Source: an optimization exercise on an open RTL-to-GDS flow (aim: small area and a short achievable clock period). Production flows keep margins and buffers that such runs may drop.
Only simulation tests tie the RTL to the original design; equivalence was not proved.

==> inputs of wip/tundra <==
// KiwiNPU
module KiwiNPU (
  input  wire         clk,
  input  wire         rst_n,
  input  wire [31:0]  in_vec,
  input  wire [511:0] weights_flat,
  input  wire [95:0]  biases_flat,
  output wire [31:0]  out_vec
);
  reg hq1_0_0;
  reg hq2_0_0;
  reg hqn_0_0;
  reg hq1_0_1;
  reg hq2_0_1;
  reg hqn_0_1;
  reg hq1_0_2;
  reg hq2_0_2;
  reg hqn_0_2;
  reg hq1_0_3;
  reg hq2_0_3;
  reg hq1_1_0;
  reg hq2_1_0;
  reg hqn_1_0;
  reg hq1_1_1;
  reg hq2_1_1;
  reg hqn_1_1;
  reg hq1_1_2;
  reg hq2_1_2;
  reg hqn_1_2;
  reg hq1_1_3;
  reg hq2_1_3;
  reg hq1_2_0;
  reg hq2_2_0;
  reg hqn_2_0;
  reg hq1_2_1;
  reg hq2_2_1;
  reg hqn_2_1;
  reg hq1_2_2;
  reg hq2_2_2;
  reg hqn_2_2;
  reg hq1_2_3;
  reg hq2_2_3;
  reg hq1_3_0;
  reg hq2_3_0;
  reg hqn_3_0;
  reg hq1_3_1;
  reg hq2_3_1;
  reg hqn_3_1;
  reg hq1_3_2;
  reg hq2_3_2;
  reg hqn_3_2;
  reg hq1_3_3;
  reg hq2_3_3;
  reg hq1_4_0;
  reg hq2_4_0;
  reg hqn_4_0;
  reg hq1_4_1;
  reg hq2_4_1;
  reg hqn_4_1;
  reg hq1_4_2;
  reg hq2_4_2;
  reg hqn_4_2;
  reg hq1_4_3;
  reg hq2_4_3;
  reg hq1_5_0;
  reg hq2_5_0;
  reg hqn_5_0;
  reg hq1_5_1;
  reg hq2_5_1;
  reg hqn_5_1;
  reg hq1_5_2;
  reg hq2_5_2;
  reg hqn_5_2;
  reg hq1_5_3;
  reg hq2_5_3;
  reg hq1_6_0;
  reg hq2_6_0;
  reg hqn_6_0;
  reg hq1_6_1;
  reg hq2_6_1;
  reg hqn_6_1;
  reg hq1_6_2;
  reg hq2_6_2;
  ...
==> flow/config.mk <==
export PLATFORM = sky130hd
export DESIGN_NAME = KiwiNPU
export DESIGN_NICKNAME = KiwiNPU
export VERILOG_FILES = /design/flow/design.v
export SDC_FILE = /design/flow/constraint.sdc
export NUM_CORES = 4
export LEC_CHECK = 0
export CAP_MARGIN = 20
export CORE_MARGIN = 2
export CORE_UTILIZATION = 40
export SETUP_SLACK_MARGIN = 3.0
export SLEW_MARGIN = 20
==> flow/constraint.sdc <==
create_clock -name core_clock -period 12.0 [get_ports {clk}]
set_input_delay 2.4000 -clock core_clock [delete_from_list [all_inputs] [get_ports {clk}]]
set_output_delay 2.4000 -clock core_clock [all_outputs]
set_load 0.01 [all_outputs]
standard.sh (not shown) runs the stock make flow with config.mk's settings and CLKGATE_MAP_FILE= SYNTH_SCRIPT=/design/flow/synth_recipe.tcl, a recipe that flattens the netlist after the stock synthesis.
==> flow/flow/run.sh <==
#!/bin/bash
# The standard layout, with Yosys's generic ABC pass skipped before full-adder
# extraction (SYNTH_ARGS=-noabc), so the hand-built adder trees in the RTL map
# onto full-adder cells as written. ABC still maps the rest afterwards.
set -euo pipefail
bash standard.sh SYNTH_ARGS=-noabc finish > standard_flow.log 2>&1
==> wip/willow (differences from wip/tundra) <==
SETUP_SLACK_MARGIN = unset   (was 3.0)
==> metrics.md <==
| Metric | Value |
|---|---|
| Vias in the first global route | 91800 |
| Number of gates resized after cts | 0 |
| Hold WS | 1.52 ns |
| FF-to-FF End | yq_0[0]$_DFF_PN0_ |
| Initial antenna violation count | 135 |
| Post-route clock period utilization | 80.9% |
| Max FO, Critical Path | 45 |
| Sequential share of cell area | 2.51% |
| Status | finished clean |
| Final worst slack | 2.29 ns |
| Area Growth Syn to Fin | 9.32% |
| Wl on met1 | 165000 um |
| Post-CTS Setup Bufs | 0 |
| R2r setup slk | 3.86 ns |
| Signal buf overhead | 6.77% |
| Clock-cell share | 0.540% |
| WP buf/inv | 3 |
| Worst path max stage delay | 0.79 ns |
The numbers above come from wip/willow.

==> metrics.md <==
| Metric | Value |
|---|---|
| Number of gates resized after cts | 6 |
| Sequential share of cell area | 2.51% |
| Area Growth Syn to Fin | 9.43% |
| Final worst slack | 3.01 ns |
| Worst path max stage delay | 0.66 ns |
| Post-route clock period utilization | 74.9% |
| Clock-cell share | 0.539% |
| Initial antenna violation count | 137 |
| Max FO, Critical Path | 34 |
| Post-CTS Setup Bufs | 3 |
| Status | finished clean |
| FF-to-FF End | yq_3[4]$_DFF_PN0_ |
| R2r setup slk | 4.09 ns |
| Hold WS | 1.52 ns |
| Vias in the first global route | 91800 |
| Signal buf overhead | 6.85% |
| Wl on met1 | 165000 um |
The numbers above come from wip/tundra.



==> job 8426: inputs <==
Another version of the RTL of KiwiNPU (not shown whole).
==> flow/config.mk <==
export PLATFORM = sky130hd
export DESIGN_NAME = KiwiNPU
export DESIGN_NICKNAME = KiwiNPU
export VERILOG_FILES = /design/flow/design.v
export SDC_FILE = /design/flow/constraint.sdc
export NUM_CORES = 4
export LEC_CHECK = 0
export CAP_MARGIN = 20
export CORE_MARGIN = 2
export CORE_UTILIZATION = 40
export SETUP_SLACK_MARGIN = 5.0
export SLEW_MARGIN = 20
==> flow/constraint.sdc <==
create_clock -name core_clock -period 12.0 [get_ports {clk}]
set_input_delay 2.4000 -clock core_clock [delete_from_list [all_inputs] [get_ports {clk}]]
set_output_delay 2.4000 -clock core_clock [all_outputs]
set_load 0.01 [all_outputs]
==> flow/flow/run.sh <==
#!/bin/bash
# The standard layout (standard.sh), with two synthesis changes:
#  - SYNTH_ARGS=-noabc: skip Yosys's generic ABC pass before full-adder
#    extraction, so the adder trees written in the RTL map onto full-adder
#    cells as written (ABC still maps everything else afterwards);
set -euo pipefail
bash standard.sh SYNTH_ARGS=-noabc SYNTH_HIERARCHICAL=1 finish > standard_flow.log 2>&1
==> inputs of job 8402, as changes to job 8426 <==
--- a/flow/design.v
+++ b/flow/design.v
@@ -14516,17 +14516,17 @@
   wire f1_0_hG2_13 = f1_0_hG1_13 | (f1_0_hP1_13 & f1_0_hG1_10);
   wire f1_0_hP2_13 = f1_0_hP1_13 & f1_0_hP1_10;
   wire f1_0_hG2_14 = f1_0_hG1_14 | (f1_0_hP1_14 & f1_0_hG1_10);
   wire f1_0_hP2_14 = f1_0_hP1_14 & f1_0_hP1_10;
   wire f1_0_hG3_15 = f1_0_pg[15] | (f1_0_pp[15] & f1_0_hG2_14);
   wire f1_0_hP3_15 = f1_0_pp[15] & f1_0_hP2_14;
   wire f1_0_hG3_16 = f1_0_hG0_16 | (f1_0_hP0_16 & f1_0_hG2_14);
   wire f1_0_hP3_16 = f1_0_hP0_16 & f1_0_hP2_14;
-  wire f1_0_sg = f1_0_pp[17] ^ f1_0_hG3_16;
+  wire f1_0_sg = f1_0_pp[17] ^ (f1_0_hG3_16 | (f1_0_hP3_16 & f1_0_c7));
   wire [10:0] f1_0_x = f1_0_pp[17:7];
   wire [10:0] f1_0_o = f1_0_pp[17:7] | f1_0_pg[17:7];
   wire f1_0_e = &(~(f1_0_x[10:1] ^ f1_0_o[9:0]));
   wire f1_0_z = f1_0_e & ~(f1_0_x[0] ^ f1_0_c7);
   wire [6:0] h_0 = f1_0_z ? f1_0_l : {7{~f1_0_sg}};
   wire [17:0] f1_1_a = {1'b1, a1_c863, a1_s894, a1_s892, a1_s890, a1_c887, a1_c885, a1_c883, a1_c881, a1_c879, a1_c877, a1_c875, a1_c873, a1_c871, a1_c869, a1_c867, a1_c865, a1_s774};
   wire [17:0] f1_1_b = {1'b0, a1_c895, a1_c893, a1_c891, a1_c889, a1_s888, a1_s886, a1_s884, a1_s882, a1_s880, a1_s878, a1_s876, a1_s874, a1_s872, a1_s870, a1_s868, a1_s866, a1_s864};
   wire [17:0] f1_1_pg = f1_1_a & f1_1_b;
@@ -14576,17 +14576,17 @@
   wire f1_1_hG2_13 = f1_1_hG1_13 | (f1_1_hP1_13 & f1_1_hG1_10);
   wire f1_1_hP2_13 = f1_1_hP1_13 & f1_1_hP1_10;
   wire f1_1_hG2_14 = f1_1_hG1_14 | (f1_1_hP1_14 & f1_1_hG1_10);
   wire f1_1_hP2_14 = f1_1_hP1_14 & f1_1_hP1_10;
   wire f1_1_hG3_15 = f1_1_pg[15] | (f1_1_pp[15] & f1_1_hG2_14);
   wire f1_1_hP3_15 = f1_1_pp[15] & f1_1_hP2_14;
   wire f1_1_hG3_16 = f1_1_hG0_16 | (f1_1_hP0_16 & f1_1_hG2_14);
   wire f1_1_hP3_16 = f1_1_hP0_16 & f1_1_hP2_14;
-  wire f1_1_sg = f1_1_pp[17] ^ f1_1_hG3_16;
+  wire f1_1_sg = f1_1_pp[17] ^ (f1_1_hG3_16 | (f1_1_hP3_16 & f1_1_c7));
   wire [10:0] f1_1_x = f1_1_pp[17:7];
   wire [10:0] f1_1_o = f1_1_pp[17:7] | f1_1_pg[17:7];
   wire f1_1_e = &(~(f1_1_x[10:1] ^ f1_1_o[9:0]));
   wire f1_1_z = f1_1_e & ~(f1_1_x[0] ^ f1_1_c7);
   wire [6:0] h_1 = f1_1_z ? f1_1_l : {7{~f1_1_sg}};
   wire [17:0] f1_2_a = {1'b1, a2_c1311, a2_s1342, a2_s1340, a2_s1338, a2_c1335, a2_c1333, a2_c1331, a2_c1329, a2_c1327, a2_c1325, a2_c1323, a2_c1321, a2_c1319, a2_c1317, a2_c1315, a2_c1313, a2_s1222};
   wire [17:0] f1_2_b = {1'b0, a2_c1343, a2_c1341, a2_c1339, a2_c1337, a2_s1336, a2_s1334, a2_s1332, a2_s1330, a2_s1328, a2_s1326, a2_s1324, a2_s1322, a2_s1320, a2_s1318, a2_s1316, a2_s1314, a2_s1312};
   wire [17:0] f1_2_pg = f1_2_a & f1_2_b;
@@ -14636,17 +14636,17 @@
   wire f1_2_hG2_13 = f1_2_hG1_13 | (f1_2_hP1_13 & f1_2_hG1_10);
   wire f1_2_hP2_13 = f1_2_hP1_13 & f1_2_hP1_10;
   wire f1_2_hG2_14 = f1_2_hG1_14 | (f1_2_hP1_14 & f1_2_hG1_10);
   wire f1_2_hP2_14 = f1_2_hP1_14 & f1_2_hP1_10;
   wire f1_2_hG3_15 = f1_2_pg[15] | (f1_2_pp[15] & f1_2_hG2_14);
   wire f1_2_hP3_15 = f1_2_pp[15] & f1_2_hP2_14;
   wire f1_2_hG3_16 = f1_2_hG0_16 | (f1_2_hP0_16 & f1_2_hG2_14);
   wire f1_2_hP3_16 = f1_2_hP0_16 & f1_2_hP2_14;
-  wire f1_2_sg = f1_2_pp[17] ^ f1_2_hG3_16;
+  wire f1_2_sg = f1_2_pp[17] ^ (f1_2_hG3_16 | (f1_2_hP3_16 & f1_2_c7));
   wire [10:0] f1_2_x = f1_2_pp[17:7];
   wire [10:0] f1_2_o = f1_2_pp[17:7] | f1_2_pg[17:7];
   wire f1_2_e = &(~(f1_2_x[10:1] ^ f1_2_o[9:0]));
   wire f1_2_z = f1_2_e & ~(f1_2_x[0] ^ f1_2_c7);
   wire [6:0] h_2 = f1_2_z ? f1_2_l : {7{~f1_2_sg}};
   wire [17:0] f1_3_a = {1'b1, a3_c1759, a3_s1790, a3_s1788, a3_s1786, a3_c1783, a3_c1781, a3_c1779, a3_c1777, a3_c1775, a3_c1773, a3_c1771, a3_c1769, a3_c1767, a3_c1765, a3_c1763, a3_c1761, a3_s1670};
   wire [17:0] f1_3_b = {1'b0, a3_c1791, a3_c1789, a3_c1787, a3_c1785, a3_s1784, a3_s1782, a3_s1780, a3_s1778, a3_s1776, a3_s1774, a3_s1772, a3_s1770, a3_s1768, a3_s1766, a3_s1764, a3_s1762, a3_s1760};
   wire [17:0] f1_3_pg = f1_3_a & f1_3_b;
@@ -14696,17 +14696,17 @@
   wire f1_3_hG2_13 = f1_3_hG1_13 | (f1_3_hP1_13 & f1_3_hG1_10);
   wire f1_3_hP2_13 = f1_3_hP1_13 & f1_3_hP1_10;
   wire f1_3_hG2_14 = f1_3_hG1_14 | (f1_3_hP1_14 & f1_3_hG1_10);
   wire f1_3_hP2_14 = f1_3_hP1_14 & f1_3_hP1_10;
   wire f1_3_hG3_15 = f1_3_pg[15] | (f1_3_pp[15] & f1_3_hG2_14);
   wire f1_3_hP3_15 = f1_3_pp[15] & f1_3_hP2_14;
   wire f1_3_hG3_16 = f1_3_hG0_16 | (f1_3_hP0_16 & f1_3_hG2_14);
   wire f1_3_hP3_16 = f1_3_hP0_16 & f1_3_hP2_14;
-  wire f1_3_sg = f1_3_pp[17] ^ f1_3_hG3_16;
+  wire f1_3_sg = f1_3_pp[17] ^ (f1_3_hG3_16 | (f1_3_hP3_16 & f1_3_c7));
   wire [10:0] f1_3_x = f1_3_pp[17:7];
   wire [10:0] f1_3_o = f1_3_pp[17:7] | f1_3_pg[17:7];
   wire f1_3_e = &(~(f1_3_x[10:1] ^ f1_3_o[9:0]));
   wire f1_3_z = f1_3_e & ~(f1_3_x[0] ^ f1_3_c7);
   wire [6:0] h_3 = f1_3_z ? f1_3_l : {7{~f1_3_sg}};
   wire [17:0] f1_4_a = {1'b1, a4_c2207, a4_s2238, a4_s2236, a4_s2234, a4_c2231, a4_c2229, a4_c2227, a4_c2225, a4_c2223, a4_c2221, a4_c2219, a4_c2217, a4_c2215, a4_c2213, a4_c2211, a4_c2209, a4_s2118};
   wire [17:0] f1_4_b = {1'b0, a4_c2239, a4_c2237, a4_c2235, a4_c2233, a4_s2232, a4_s2230, a4_s2228, a4_s2226, a4_s2224, a4_s2222, a4_s2220, a4_s2218, a4_s2216, a4_s2214, a4_s2212, a4_s2210, a4_s2208};
   wire [17:0] f1_4_pg = f1_4_a & f1_4_b;
@@ -14756,17 +14756,17 @@
   wire f1_4_hG2_13 = f1_4_hG1_13 | (f1_4_hP1_13 & f1_4_hG1_10);
   wire f1_4_hP2_13 = f1_4_hP1_13 & f1_4_hP1_10;
   wire f1_4_hG2_14 = f1_4_hG1_14 | (f1_4_hP1_14 & f1_4_hG1_10);
   wire f1_4_hP2_14 = f1_4_hP1_14 & f1_4_hP1_10;
   wire f1_4_hG3_15 = f1_4_pg[15] | (f1_4_pp[15] & f1_4_hG2_14);
   wire f1_4_hP3_15 = f1_4_pp[15] & f1_4_hP2_14;
   wire f1_4_hG3_16 = f1_4_hG0_16 | (f1_4_hP0_16 & f1_4_hG2_14);
   wire f1_4_hP3_16 = f1_4_hP0_16 & f1_4_hP2_14;
-  wire f1_4_sg = f1_4_pp[17] ^ f1_4_hG3_16;
+  wire f1_4_sg = f1_4_pp[17] ^ (f1_4_hG3_16 | (f1_4_hP3_16 & f1_4_c7));
   wire [10:0] f1_4_x = f1_4_pp[17:7];
   wire [10:0] f1_4_o = f1_4_pp[17:7] | f1_4_pg[17:7];
   wire f1_4_e = &(~(f1_4_x[10:1] ^ f1_4_o[9:0]));
   wire f1_4_z = f1_4_e & ~(f1_4_x[0] ^ f1_4_c7);
   wire [6:0] h_4 = f1_4_z ? f1_4_l : {7{~f1_4_sg}};
   wire [17:0] f1_5_a = {1'b1, a5_c2655, a5_s2686, a5_s2684, a5_s2682, a5_c2679, a5_c2677, a5_c2675, a5_c2673, a5_c2671, a5_c2669, a5_c2667, a5_c2665, a5_c2663, a5_c2661, a5_c2659, a5_c2657, a5_s2566};
   wire [17:0] f1_5_b = {1'b0, a5_c2687, a5_c2685, a5_c2683, a5_c2681, a5_s2680, a5_s2678, a5_s2676, a5_s2674, a5_s2672, a5_s2670, a5_s2668, a5_s2666, a5_s2664, a5_s2662, a5_s2660, a5_s2658, a5_s2656};
   wire [17:0] f1_5_pg = f1_5_a & f1_5_b;
@@ -14816,17 +14816,17 @@
   wire f1_5_hG2_13 = f1_5_hG1_13 | (f1_5_hP1_13 & f1_5_hG1_10);
   wire f1_5_hP2_13 = f1_5_hP1_13 & f1_5_hP1_10;
   wire f1_5_hG2_14 = f1_5_hG1_14 | (f1_5_hP1_14 & f1_5_hG1_10);
   wire f1_5_hP2_14 = f1_5_hP1_14 & f1_5_hP1_10;
   wire f1_5_hG3_15 = f1_5_pg[15] | (f1_5_pp[15] & f1_5_hG2_14);
   wire f1_5_hP3_15 = f1_5_pp[15] & f1_5_hP2_14;
   wire f1_5_hG3_16 = f1_5_hG0_16 | (f1_5_hP0_16 & f1_5_hG2_14);
   wire f1_5_hP3_16 = f1_5_hP0_16 & f1_5_hP2_14;
-  wire f1_5_sg = f1_5_pp[17] ^ f1_5_hG3_16;
+  wire f1_5_sg = f1_5_pp[17] ^ (f1_5_hG3_16 | (f1_5_hP3_16 & f1_5_c7));
   wire [10:0] f1_5_x = f1_5_pp[17:7];
   wire [10:0] f1_5_o = f1_5_pp[17:7] | f1_5_pg[17:7];
   wire f1_5_e = &(~(f1_5_x[10:1] ^ f1_5_o[9:0]));
   wire f1_5_z = f1_5_e & ~(f1_5_x[0] ^ f1_5_c7);
   wire [6:0] h_5 = f1_5_z ? f1_5_l : {7{~f1_5_sg}};
   wire [17:0] f1_6_a = {1'b1, a6_c3103, a6_s3134, a6_s3132, a6_s3130, a6_c3127, a6_c3125, a6_c3123, a6_c3121, a6_c3119, a6_c3117, a6_c3115, a6_c3113, a6_c3111, a6_c3109, a6_c3107, a6_c3105, a6_s3014};
   wire [17:0] f1_6_b = {1'b0, a6_c3135, a6_c3133, a6_c3131, a6_c3129, a6_s3128, a6_s3126, a6_s3124, a6_s3122, a6_s3120, a6_s3118, a6_s3116, a6_s3114, a6_s3112, a6_s3110, a6_s3108, a6_s3106, a6_s3104};
   wire [17:0] f1_6_pg = f1_6_a & f1_6_b;
@@ -14876,17 +14876,17 @@
   wire f1_6_hG2_13 = f1_6_hG1_13 | (f1_6_hP1_13 & f1_6_hG1_10);
   wire f1_6_hP2_13 = f1_6_hP1_13 & f1_6_hP1_10;
   wire f1_6_hG2_14 = f1_6_hG1_14 | (f1_6_hP1_14 & f1_6_hG1_10);
   wire f1_6_hP2_14 = f1_6_hP1_14 & f1_6_hP1_10;
   wire f1_6_hG3_15 = f1_6_pg[15] | (f1_6_pp[15] & f1_6_hG2_14);
   wire f1_6_hP3_15 = f1_6_pp[15] & f1_6_hP2_14;
   wire f1_6_hG3_16 = f1_6_hG0_16 | (f1_6_hP0_16 & f1_6_hG2_14);
   wire f1_6_hP3_16 = f1_6_hP0_16 & f1_6_hP2_14;
-  wire f1_6_sg = f1_6_pp[17] ^ f1_6_hG3_16;
+  wire f1_6_sg = f1_6_pp[17] ^ (f1_6_hG3_16 | (f1_6_hP3_16 & f1_6_c7));
   wire [10:0] f1_6_x = f1_6_pp[17:7];
   wire [10:0] f1_6_o = f1_6_pp[17:7] | f1_6_pg[17:7];
   wire f1_6_e = &(~(f1_6_x[10:1] ^ f1_6_o[9:0]));
   wire f1_6_z = f1_6_e & ~(f1_6_x[0] ^ f1_6_c7);
   wire [6:0] h_6 = f1_6_z ? f1_6_l : {7{~f1_6_sg}};
   wire [17:0] f1_7_a = {1'b1, a7_c3551, a7_s3582, a7_s3580, a7_s3578, a7_c3575, a7_c3573, a7_c3571, a7_c3569, a7_c3567, a7_c3565, a7_c3563, a7_c3561, a7_c3559, a7_c3557, a7_c3555, a7_c3553, a7_s3462};
   wire [17:0] f1_7_b = {1'b0, a7_c3583, a7_c3581, a7_c3579, a7_c3577, a7_s3576, a7_s3574, a7_s3572, a7_s3570, a7_s3568, a7_s3566, a7_s3564, a7_s3562, a7_s3560, a7_s3558, a7_s3556, a7_s3554, a7_s3552};
   wire [17:0] f1_7_pg = f1_7_a & f1_7_b;
@@ -14936,17 +14936,17 @@
   wire f1_7_hG2_13 = f1_7_hG1_13 | (f1_7_hP1_13 & f1_7_hG1_10);
   wire f1_7_hP2_13 = f1_7_hP1_13 & f1_7_hP1_10;
   wire f1_7_hG2_14 = f1_7_hG1_14 | (f1_7_hP1_14 & f1_7_hG1_10);
   wire f1_7_hP2_14 = f1_7_hP1_14 & f1_7_hP1_10;
   wire f1_7_hG3_15 = f1_7_pg[15] | (f1_7_pp[15] & f1_7_hG2_14);
   wire f1_7_hP3_15 = f1_7_pp[15] & f1_7_hP2_14;
   wire f1_7_hG3_16 = f1_7_hG0_16 | (f1_7_hP0_16 & f1_7_hG2_14);
   wire f1_7_hP3_16 = f1_7_hP0_16 & f1_7_hP2_14;
-  wire f1_7_sg = f1_7_pp[17] ^ f1_7_hG3_16;
+  wire f1_7_sg = f1_7_pp[17] ^ (f1_7_hG3_16 | (f1_7_hP3_16 & f1_7_c7));
   wire [10:0] f1_7_x = f1_7_pp[17:7];
   wire [10:0] f1_7_o = f1_7_pp[17:7] | f1_7_pg[17:7];
   wire f1_7_e = &(~(f1_7_x[10:1] ^ f1_7_o[9:0]));
   wire f1_7_z = f1_7_e & ~(f1_7_x[0] ^ f1_7_c7);
   wire [6:0] h_7 = f1_7_z ? f1_7_l : {7{~f1_7_sg}};
   wire [17:0] f2_0_a = {b0_c4453, b0_s4486, b0_c4483, b0_s4482, b0_s4480, b0_c4477, b0_c4475, b0_c4473, b0_c4471, b0_c4469, b0_c4467, b0_c4465, b0_c4463, b0_c4461, b0_c4459, b0_c4457, b0_c4455, b0_s4420};
   wire [17:0] f2_0_b = {b0_c4487, b0_c4485, b0_s4484, b0_c4481, b0_c4479, b0_s4478, b0_s4476, b0_s4474, b0_s4472, b0_s4470, b0_s4468, b0_s4466, b0_s4464, b0_s4462, b0_s4460, b0_s4458, b0_s4456, b0_s4454};
   wire [17:0] f2_0_pg = f2_0_a & f2_0_b;
@@ -14996,17 +14996,17 @@
   wire f2_0_hG2_13 = f2_0_hG1_13 | (f2_0_hP1_13 & f2_0_hG1_10);
   wire f2_0_hP2_13 = f2_0_hP1_13 & f2_0_hP1_10;
   wire f2_0_hG2_14 = f2_0_hG1_14 | (f2_0_hP1_14 & f2_0_hG1_10);
   wire f2_0_hP2_14 = f2_0_hP1_14 & f2_0_hP1_10;
   wire f2_0_hG3_15 = f2_0_pg[15] | (f2_0_pp[15] & f2_0_hG2_14);
   wire f2_0_hP3_15 = f2_0_pp[15] & f2_0_hP2_14;
   wire f2_0_hG3_16 = f2_0_hG0_16 | (f2_0_hP0_16 & f2_0_hG2_14);
   wire f2_0_hP3_16 = f2_0_hP0_16 & f2_0_hP2_14;
-  wire f2_0_sg = f2_0_pp[17] ^ f2_0_hG3_16;
+  wire f2_0_sg = f2_0_pp[17] ^ (f2_0_hG3_16 | (f2_0_hP3_16 & f2_0_c7));
   wire [10:0] f2_0_x = f2_0_pp[17:7];
   wire [10:0] f2_0_o = f2_0_pp[17:7] | f2_0_pg[17:7];
   wire f2_0_e = &(~(f2_0_x[10:1] ^ f2_0_o[9:0]));
   wire f2_0_z = f2_0_e & ~(f2_0_x[0] ^ f2_0_c7);
   wire [6:0] y_0 = f2_0_z ? f2_0_l : {7{~f2_0_sg}};
   wire [17:0] f2_1_a = {b1_c5357, b1_s5390, b1_c5387, b1_s5386, b1_s5384, b1_c5381, b1_c5379, b1_c5377, b1_c5375, b1_c5373, b1_c5371, b1_c5369, b1_c5367, b1_c5365, b1_c5363, b1_c5361, b1_c5359, b1_s5324};
   wire [17:0] f2_1_b = {b1_c5391, b1_c5389, b1_s5388, b1_c5385, b1_c5383, b1_s5382, b1_s5380, b1_s5378, b1_s5376, b1_s5374, b1_s5372, b1_s5370, b1_s5368, b1_s5366, b1_s5364, b1_s5362, b1_s5360, b1_s5358};
   wire [17:0] f2_1_pg = f2_1_a & f2_1_b;
@@ -15056,17 +15056,17 @@
   wire f2_1_hG2_13 = f2_1_hG1_13 | (f2_1_hP1_13 & f2_1_hG1_10);
   wire f2_1_hP2_13 = f2_1_hP1_13 & f2_1_hP1_10;
   wire f2_1_hG2_14 = f2_1_hG1_14 | (f2_1_hP1_14 & f2_1_hG1_10);
   wire f2_1_hP2_14 = f2_1_hP1_14 & f2_1_hP1_10;
   wire f2_1_hG3_15 = f2_1_pg[15] | (f2_1_pp[15] & f2_1_hG2_14);
   wire f2_1_hP3_15 = f2_1_pp[15] & f2_1_hP2_14;
   wire f2_1_hG3_16 = f2_1_hG0_16 | (f2_1_hP0_16 & f2_1_hG2_14);
   wire f2_1_hP3_16 = f2_1_hP0_16 & f2_1_hP2_14;
-  wire f2_1_sg = f2_1_pp[17] ^ f2_1_hG3_16;
+  wire f2_1_sg = f2_1_pp[17] ^ (f2_1_hG3_16 | (f2_1_hP3_16 & f2_1_c7));
   wire [10:0] f2_1_x = f2_1_pp[17:7];
   wire [10:0] f2_1_o = f2_1_pp[17:7] | f2_1_pg[17:7];
   wire f2_1_e = &(~(f2_1_x[10:1] ^ f2_1_o[9:0]));
   wire f2_1_z = f2_1_e & ~(f2_1_x[0] ^ f2_1_c7);
   wire [6:0] y_1 = f2_1_z ? f2_1_l : {7{~f2_1_sg}};
   wire [17:0] f2_2_a = {b2_c6261, b2_s6294, b2_c6291, b2_s6290, b2_s6288, b2_c6285, b2_c6283, b2_c6281, b2_c6279, b2_c6277, b2_c6275, b2_c6273, b2_c6271, b2_c6269, b2_c6267, b2_c6265, b2_c6263, b2_s6228};
   wire [17:0] f2_2_b = {b2_c6295, b2_c6293, b2_s6292, b2_c6289, b2_c6287, b2_s6286, b2_s6284, b2_s6282, b2_s6280, b2_s6278, b2_s6276, b2_s6274, b2_s6272, b2_s6270, b2_s6268, b2_s6266, b2_s6264, b2_s6262};
   wire [17:0] f2_2_pg = f2_2_a & f2_2_b;
@@ -15116,17 +15116,17 @@
   wire f2_2_hG2_13 = f2_2_hG1_13 | (f2_2_hP1_13 & f2_2_hG1_10);
   wire f2_2_hP2_13 = f2_2_hP1_13 & f2_2_hP1_10;
   wire f2_2_hG2_14 = f2_2_hG1_14 | (f2_2_hP1_14 & f2_2_hG1_10);
   wire f2_2_hP2_14 = f2_2_hP1_14 & f2_2_hP1_10;
   wire f2_2_hG3_15 = f2_2_pg[15] | (f2_2_pp[15] & f2_2_hG2_14);
   wire f2_2_hP3_15 = f2_2_pp[15] & f2_2_hP2_14;
   wire f2_2_hG3_16 = f2_2_hG0_16 | (f2_2_hP0_16 & f2_2_hG2_14);
   wire f2_2_hP3_16 = f2_2_hP0_16 & f2_2_hP2_14;
-  wire f2_2_sg = f2_2_pp[17] ^ f2_2_hG3_16;
+  wire f2_2_sg = f2_2_pp[17] ^ (f2_2_hG3_16 | (f2_2_hP3_16 & f2_2_c7));
   wire [10:0] f2_2_x = f2_2_pp[17:7];
   wire [10:0] f2_2_o = f2_2_pp[17:7] | f2_2_pg[17:7];
   wire f2_2_e = &(~(f2_2_x[10:1] ^ f2_2_o[9:0]));
   wire f2_2_z = f2_2_e & ~(f2_2_x[0] ^ f2_2_c7);
   wire [6:0] y_2 = f2_2_z ? f2_2_l : {7{~f2_2_sg}};
   wire [17:0] f2_3_a = {b3_c7165, b3_s7198, b3_c7195, b3_s7194, b3_s7192, b3_c7189, b3_c7187, b3_c7185, b3_c7183, b3_c7181, b3_c7179, b3_c7177, b3_c7175, b3_c7173, b3_c7171, b3_c7169, b3_c7167, b3_s7132};
   wire [17:0] f2_3_b = {b3_c7199, b3_c7197, b3_s7196, b3_c7193, b3_c7191, b3_s7190, b3_s7188, b3_s7186, b3_s7184, b3_s7182, b3_s7180, b3_s7178, b3_s7176, b3_s7174, b3_s7172, b3_s7170, b3_s7168, b3_s7166};
   wire [17:0] f2_3_pg = f2_3_a & f2_3_b;
@@ -15176,17 +15176,17 @@
   wire f2_3_hG2_13 = f2_3_hG1_13 | (f2_3_hP1_13 & f2_3_hG1_10);
   wire f2_3_hP2_13 = f2_3_hP1_13 & f2_3_hP1_10;
   wire f2_3_hG2_14 = f2_3_hG1_14 | (f2_3_hP1_14 & f2_3_hG1_10);
   wire f2_3_hP2_14 = f2_3_hP1_14 & f2_3_hP1_10;
   wire f2_3_hG3_15 = f2_3_pg[15] | (f2_3_pp[15] & f2_3_hG2_14);
   wire f2_3_hP3_15 = f2_3_pp[15] & f2_3_hP2_14;
   wire f2_3_hG3_16 = f2_3_hG0_16 | (f2_3_hP0_16 & f2_3_hG2_14);
   wire f2_3_hP3_16 = f2_3_hP0_16 & f2_3_hP2_14;
-  wire f2_3_sg = f2_3_pp[17] ^ f2_3_hG3_16;
+  wire f2_3_sg = f2_3_pp[17] ^ (f2_3_hG3_16 | (f2_3_hP3_16 & f2_3_c7));
   wire [10:0] f2_3_x = f2_3_pp[17:7];
   wire [10:0] f2_3_o = f2_3_pp[17:7] | f2_3_pg[17:7];
   wire f2_3_e = &(~(f2_3_x[10:1] ^ f2_3_o[9:0]));
   wire f2_3_z = f2_3_e & ~(f2_3_x[0] ^ f2_3_c7);
   wire [6:0] y_3 = f2_3_z ? f2_3_l : {7{~f2_3_sg}};
   always @(posedge clk or negedge rst_n) begin
     if (!rst_n) begin
       hq_0 <= 7'd0;
==> flow/config.mk (replaced) <==
export PLATFORM = sky130hd
export DESIGN_NAME = KiwiNPU
export DESIGN_NICKNAME = KiwiNPU
export VERILOG_FILES = /design/flow/design.v
export SDC_FILE = /design/flow/constraint.sdc
export NUM_CORES = 4
export LEC_CHECK = 0
export CAP_MARGIN = 20
export CORE_MARGIN = 2
export CORE_UTILIZATION = 60
export PLACE_DENSITY = 0.72
export SETUP_SLACK_MARGIN = 5.0
export SLEW_MARGIN = 20
==> notes <==
- Global-route usage: job 8426 is lower than job 8402 (17 points).
- Of job 8426 and job 8402, job 8402 has the higher setup slack (gap 0.084 ns).
- Non-clock buffer count: job 8426 is lower than job 8402 (125).
- Between job 8426 and job 8402, the lower wire length is in job 8402 (gap 3.1%, measured against job 8402).
- Against job 8402, the fmax of job 8426 is lower by about 1%.
- Between job 8402 and job 8426, the lower critical path depth is in job 8402 (gap 1).
- First-iteration DRC count: job 8402 is larger than job 8426 (39%).
==> figures <==
| metric | job 8426 | job 8402 |
|---|---|---|
| Result of the run | finished clean | finished clean |
| Crit-path max cell delay | 0.62 ns | 0.91 ns |
| HPWL after DPL | 366.2 mm | 326.3 mm |
| Clock-pin transition on the worst setup and hold timing paths | 0.09 ns | 0.10 ns |
| Post-synthesis average cell area | 10.35 um^2 | 10.39 um^2 |
| Layout clock area frac | 0.2587% | 0.2640% |
| Total wire length | 492.5 mm | 477.6 mm |
| TAP cells | 3330 | 2189 |
| Hold wc startpoint | hq_6[0]$_DFF_PN0_ | hq_1[0]$_DFF_PN0_ |
| Overall die area | 254100 um^2 | 169600 um^2 |
| Library cell contributing the largest single delay on the critical path | sky130_fd_sc_hd__fa_1 | sky130_fd_sc_hd__nor2b_4 |
| Number of search-and-repair iterations in the first detailed-routing pass | 9 | 12 |
| Fraction of post-synthesis cell area in the top cell type by area | 44.47% | 44.58% |
| Total met3 wirelength after detailed routing | 63.45 mm | 81.45 mm |
| Resized Gates After CTS | 2300 | 2007 |

## static timing again, ports no longer ideal
No port has a modelled driver above. Below, the same layouts with a new extraction and two added sets of constraints. Step 1 sets driving cells, clkbuf_16 on the clock port and buf_2 on the other inputs (assumed; they add their load-dependent delay and slew). Step 2, shift: input delay + t, output delay - t, t = (earliest + latest rising clock arrival at the registers) / 2. This alone moves slack from input paths to output paths. Three values: ideal ports, drivers, drivers and shift; two values: the first two.
run | t, ns | setup slack, ns | worst setup path after step 2 | latest minus earliest clock arrival (ns)
wip/tundra | 0.593 | 3.010 / 3.057 / 2.463 | input to register | 0.027 / 0.027
wip/willow | 0.593 | 2.294 / 2.343 / 1.750 | input to register | 0.026 / 0.026
job 8426 | 0.574 | 4.092 / 3.969 / 3.395 | input to register | 0.025 / 0.025
job 8402 | 0.561 | 4.176 / 4.053 / 3.491 | input to register | 0.027 / 0.027
After both steps every run listed still meets setup and hold. The setup slack of job 8426, which loses most, moves by -0.123 ns with the drivers and by -0.697 ns with both steps.
